This is an optimization exercise on Yosys and OpenROAD, whose aim is small area, not a production implementation.
RTL that was checked went through simulation tests only; none was proved equivalent to the original.
The clock port is modelled as an ideal driver, which makes a skipped or thinned clock tree look cheaper than it is; a real chip needs a root buffer or a tree.

==> run a: inputs <==
Design fir_filter, start of the top module:
module fir_filter(clk,reset,data_in,data_out);
input clk,reset;
input signed [15:0] data_in;  
output reg signed [15:0] data_out;  
reg [15:0] x0, x1, x2, x3, x4, x5, x6, x7;
wire [15:0] y;
always @(posedge clk or posedge reset)
  if (reset) begin
    x0 <= 0; x1 <= 0; x2 <= 0; x3 <= 0;
    x4 <= 0; x5 <= 0; x6 <= 0; x7 <= 0;
    data_out <= 0;
  end else begin
    x0 <= data_in; x1 <= x0; x2 <= x1; x3 <= x2;
    x4 <= x3; x5 <= x4; x6 <= x5; x7 <= x6;
    data_out <= y;
  end
  wire n1 = x1[0] ^ x6[0];
  wire n2 = x1[0] & x6[0];
  wire n3, n4;
  fir_fa u_n3 (.a(x1[1]), .b(x6[1]), .c(n2), .s(n3), .co(n4));
  wire n5, n6;
  fir_fa u_n5 (.a(x1[2]), .b(x6[2]), .c(n4), .s(n5), .co(n6));
  wire n7, n8;
  fir_fa u_n7 (.a(x1[3]), .b(x6[3]), .c(n6), .s(n7), .co(n8));
  wire n9, n10;
  fir_fa u_n9 (.a(x1[4]), .b(x6[4]), .c(n8), .s(n9), .co(n10));
  wire n11, n12;
  fir_fa u_n11 (.a(x1[5]), .b(x6[5]), .c(n10), .s(n11), .co(n12));
  wire n13, n14;
  fir_fa u_n13 (.a(x1[6]), .b(x6[6]), .c(n12), .s(n13), .co(n14));
  wire n15, n16;
  fir_fa u_n15 (.a(x1[7]), .b(x6[7]), .c(n14), .s(n15), .co(n16));
  wire n17, n18;
  fir_fa u_n17 (.a(x1[8]), .b(x6[8]), .c(n16), .s(n17), .co(n18));
  wire n19, n20;
  fir_fa u_n19 (.a(x1[9]), .b(x6[9]), .c(n18), .s(n19), .co(n20));
  wire n21, n22;
  ...
clock: 13.0 ns
lec_check: 0
cap_margin: 20
core_margin: 2
core_utilization: 72
gpl_timing_driven: 0
slew_margin: 20
synth_hierarchical: 1
standard.sh (not shown) runs the stock make flow with config.mk's settings and CLKGATE_MAP_FILE= SYNTH_SCRIPT=/design/flow/synth_recipe.tcl, a recipe that flattens the netlist after the stock synthesis.
==> flow/flow/run.sh <==
#!/bin/bash
# The standard layout (bash standard.sh) with these changes:
#  - port buffers (one per input and output port, as standard) use buf_1 cells;
#  - after clock tree synthesis, its tree is replaced (POST_CTS_TCL hook) by a
#    two-level tree (flow/mantree.tcl, flow/rebuild.tcl): clk -> one clkbuf_8
#    -> 8 clkbuf_8 leaves, each driving the x* sample flip-flops of one
#    placement cluster; the 16 data_out flip-flops get their own leaf, fed
#    through three clkdlybuf4s50_1 cells.  That skew only helps the
#    register-to-register paths x* -> data_out (the filter arithmetic); the
#    input paths (data_in -> x0) see the normal clock and the output paths
#    (data_out -> ports) only lose slack.
# standard.sh's output goes to standard_flow.log; ORFS's per-step logs stay in orfs/logs.
set -euo pipefail
FLOWDIR="$PWD/flow"
cat > "$PWD/post_cts.tcl" <<EOF
source $FLOWDIR/mantree.tcl
source $FLOWDIR/rebuild.tcl
clktree_rebuild 8 sky130_fd_sc_hd__clkbuf_8 sky130_fd_sc_hd__clkbuf_8 {data_out*} sky130_fd_sc_hd__clkdlybuf4s50_1 3
detailed_placement
check_placement -verbose
estimate_parasitics -placement
report_worst_slack -max
report_worst_slack -min
EOF
export POST_CTS_TCL="$PWD/post_cts.tcl"
# the timing repair that follows global routing runs with the final clock tree
export SKIP_CTS_REPAIR_TIMING=1
export BUFFER_PORTS_ARGS="-buffer_cell sky130_fd_sc_hd__buf_1"
export CTS_ARGS="-sink_clustering_enable -repair_clock_nets -buf_list sky130_fd_sc_hd__clkbuf_8 -dont_use_dummy_load"
bash standard.sh > standard_flow.log 2>&1
Other scripts of this flow, unchanged in this note and not shown: flow/flow/mantree.tcl, flow/flow/rebuild.tcl
==> run b: changes against run a <==
--- a/flow/flow/run.sh
+++ b/flow/flow/run.sh
@@ -5,7 +5,7 @@
 #    two-level tree (flow/mantree.tcl, flow/rebuild.tcl): clk -> one clkbuf_8
 #    -> 8 clkbuf_8 leaves, each driving the x* sample flip-flops of one
 #    placement cluster; the 16 data_out flip-flops get their own leaf, fed
-#    through three clkdlybuf4s50_1 cells.  That skew only helps the
+#    through two clkdlybuf4s50_1 cells.  That skew only helps the
 #    register-to-register paths x* -> data_out (the filter arithmetic); the
 #    input paths (data_in -> x0) see the normal clock and the output paths
 #    (data_out -> ports) only lose slack.
@@ -15,7 +15,7 @@
 cat > "$PWD/post_cts.tcl" <<EOF
 source $FLOWDIR/mantree.tcl
 source $FLOWDIR/rebuild.tcl
-clktree_rebuild 8 sky130_fd_sc_hd__clkbuf_8 sky130_fd_sc_hd__clkbuf_8 {data_out*} sky130_fd_sc_hd__clkdlybuf4s50_1 3
+clktree_rebuild 8 sky130_fd_sc_hd__clkbuf_8 sky130_fd_sc_hd__clkbuf_8 {data_out*} sky130_fd_sc_hd__clkdlybuf4s50_1 2
 detailed_placement
 check_placement -verbose
 estimate_parasitics -placement
==> summary.txt <==
Run b completed without violations. Run a produced a clean layout.
Via count: run a is smaller than run b (0.45%).
Between run a and run b, the lower global-route usage is in run b (gap 0.060 points).
In synthesized cell count, run b and run a do not differ.
In run b the cell area is larger than in run a, by 0.65%.
Critical path depth: run b is lower than run a (3).
In die area, run a and run b do not differ.
Of run a and run b, run a has the higher first-iteration DRC count (gap 4.2%, measured against run b).
In run a the fmax is higher than in run b, by 0.82%.
No run of this note included a check of the RTL's function; only the layout flow was run. No run of this note takes its clock network from TritonCTS; it comes from the design's own scripts or RTL.


==> job 5386 <==
fir_filter, a different RTL version from the one above (not shown whole).
==> flow/design.v (excerpt) <==
module fir_filter(clk,reset,data_in,data_out);
input clk,reset;
input signed [15:0] data_in;  
output reg signed [15:0] data_out;  
reg [15:0] x0, x1, x2, x3, x4, x5, x6, x7;
wire [15:0] y;
always @(posedge clk or posedge reset)
  if (reset) begin
    x0 <= 0; x1 <= 0; x2 <= 0; x3 <= 0;
    x4 <= 0; x5 <= 0; x6 <= 0; x7 <= 0;
    data_out <= 0;
  end else begin
    x0 <= data_in; x1 <= x0; x2 <= x1; x3 <= x2;
    x4 <= x3; x5 <= x4; x6 <= x5; x7 <= x6;
    data_out <= y;
  end
  wire n1 = x1[0] ^ x6[0];
  wire n2 = x1[0] & x6[0];
  wire n3, n4;
  fir_fa u_n3 (.a(x1[1]), .b(x6[1]), .c(n2), .s(n3), .co(n4));
  wire n5, n6;
  fir_fa u_n5 (.a(x1[2]), .b(x6[2]), .c(n4), .s(n5), .co(n6));
  wire n7, n8;
  fir_fa u_n7 (.a(x1[3]), .b(x6[3]), .c(n6), .s(n7), .co(n8));
  wire n9, n10;
  fir_fa u_n9 (.a(x1[4]), .b(x6[4]), .c(n8), .s(n9), .co(n10));
  wire n11, n12;
  fir_fa u_n11 (.a(x1[5]), .b(x6[5]), .c(n10), .s(n11), .co(n12));
  wire n13, n14;
  fir_fa u_n13 (.a(x1[6]), .b(x6[6]), .c(n12), .s(n13), .co(n14));
  wire n15, n16;
  fir_fa u_n15 (.a(x1[7]), .b(x6[7]), .c(n14), .s(n15), .co(n16));
  ...
Settings: LEC_CHECK=0, CAP_MARGIN=20, CORE_MARGIN=2, CORE_UTILIZATION=60, CTS_BUF_LIST=sky130_fd_sc_hd__clkbuf_8, SLEW_MARGIN=20, SYNTH_HIERARCHICAL=1; clock period 13.0 ns.
run.sh (not shown) runs the stock make flow with config.mk's settings and CLKGATE_MAP_FILE= SYNTH_SCRIPT=/design/flow/synth_recipe.tcl, a recipe that flattens the netlist after the stock synthesis.
Stock flow here: none of the scripts above is used.
==> job 9400: changes against job 5386 <==
- CORE_UTILIZATION: 60 -> 40
- CTS_BUF_LIST: sky130_fd_sc_hd__clkbuf_8 -> unset
==> summary.txt <==
Between job 5386 and job 9400, the lower final cell count is in job 5386 (gap about 13%, measured against job 9400).
Of job 9400 and job 5386, job 5386 has the higher global-route usage (gap 10 points).
In synthesized cell count, job 5386 and job 9400 do not differ.
Against job 5386, the design area of job 9400 is higher by about 3%.

-- afterwards: timing with drivers on the ports --
The results above use ideal ports. As a check the final layouts listed here were re-extracted and re-timed, cells and wires unchanged. Step 1, drivers: a clkbuf_16 drives clk and a buf_2 each remaining input, both assumed. Step 2, shift: input delay + t, output delay - t, t = (earliest + latest rising clock arrival at the registers) / 2. This alone moves slack from input paths to output paths. Slacks: no drivers / after step 1 / after step 2; pairs: no drivers / after step 1.
| run | t (ns) | setup WS [ns] | hold WS [ns] | latest minus earliest clock arrival (ns) | slew at the worst register clock pin (ns) |
|---|---|---|---|---|---|
| run a | 1.175 | 0.415 / 0.415 / 0.415 | 0.110 / 0.110 / 0.110 | 1.480 / 1.480 | 0.10 / 0.10 |
| run b | 0.955 | 0.312 / 0.312 / 0.312 | 0.318 / 0.318 / 0.318 | 1.015 / 1.016 | 0.10 / 0.10 |
| job 5386 | 0.498 | 0.257 / 0.257 / 0.257 | 0.378 / 0.378 / 0.378 | 0.024 / 0.024 | 0.10 / 0.10 |
| job 9400 | 0.490 | 0.139 / 0.139 / 0.139 | 0.385 / 0.385 / 0.385 | 0.016 / 0.015 | 0.07 / 0.07 |
Clock arrivals are far apart in run a and run b, so t is only a midpoint there and step 2 fits no single register.
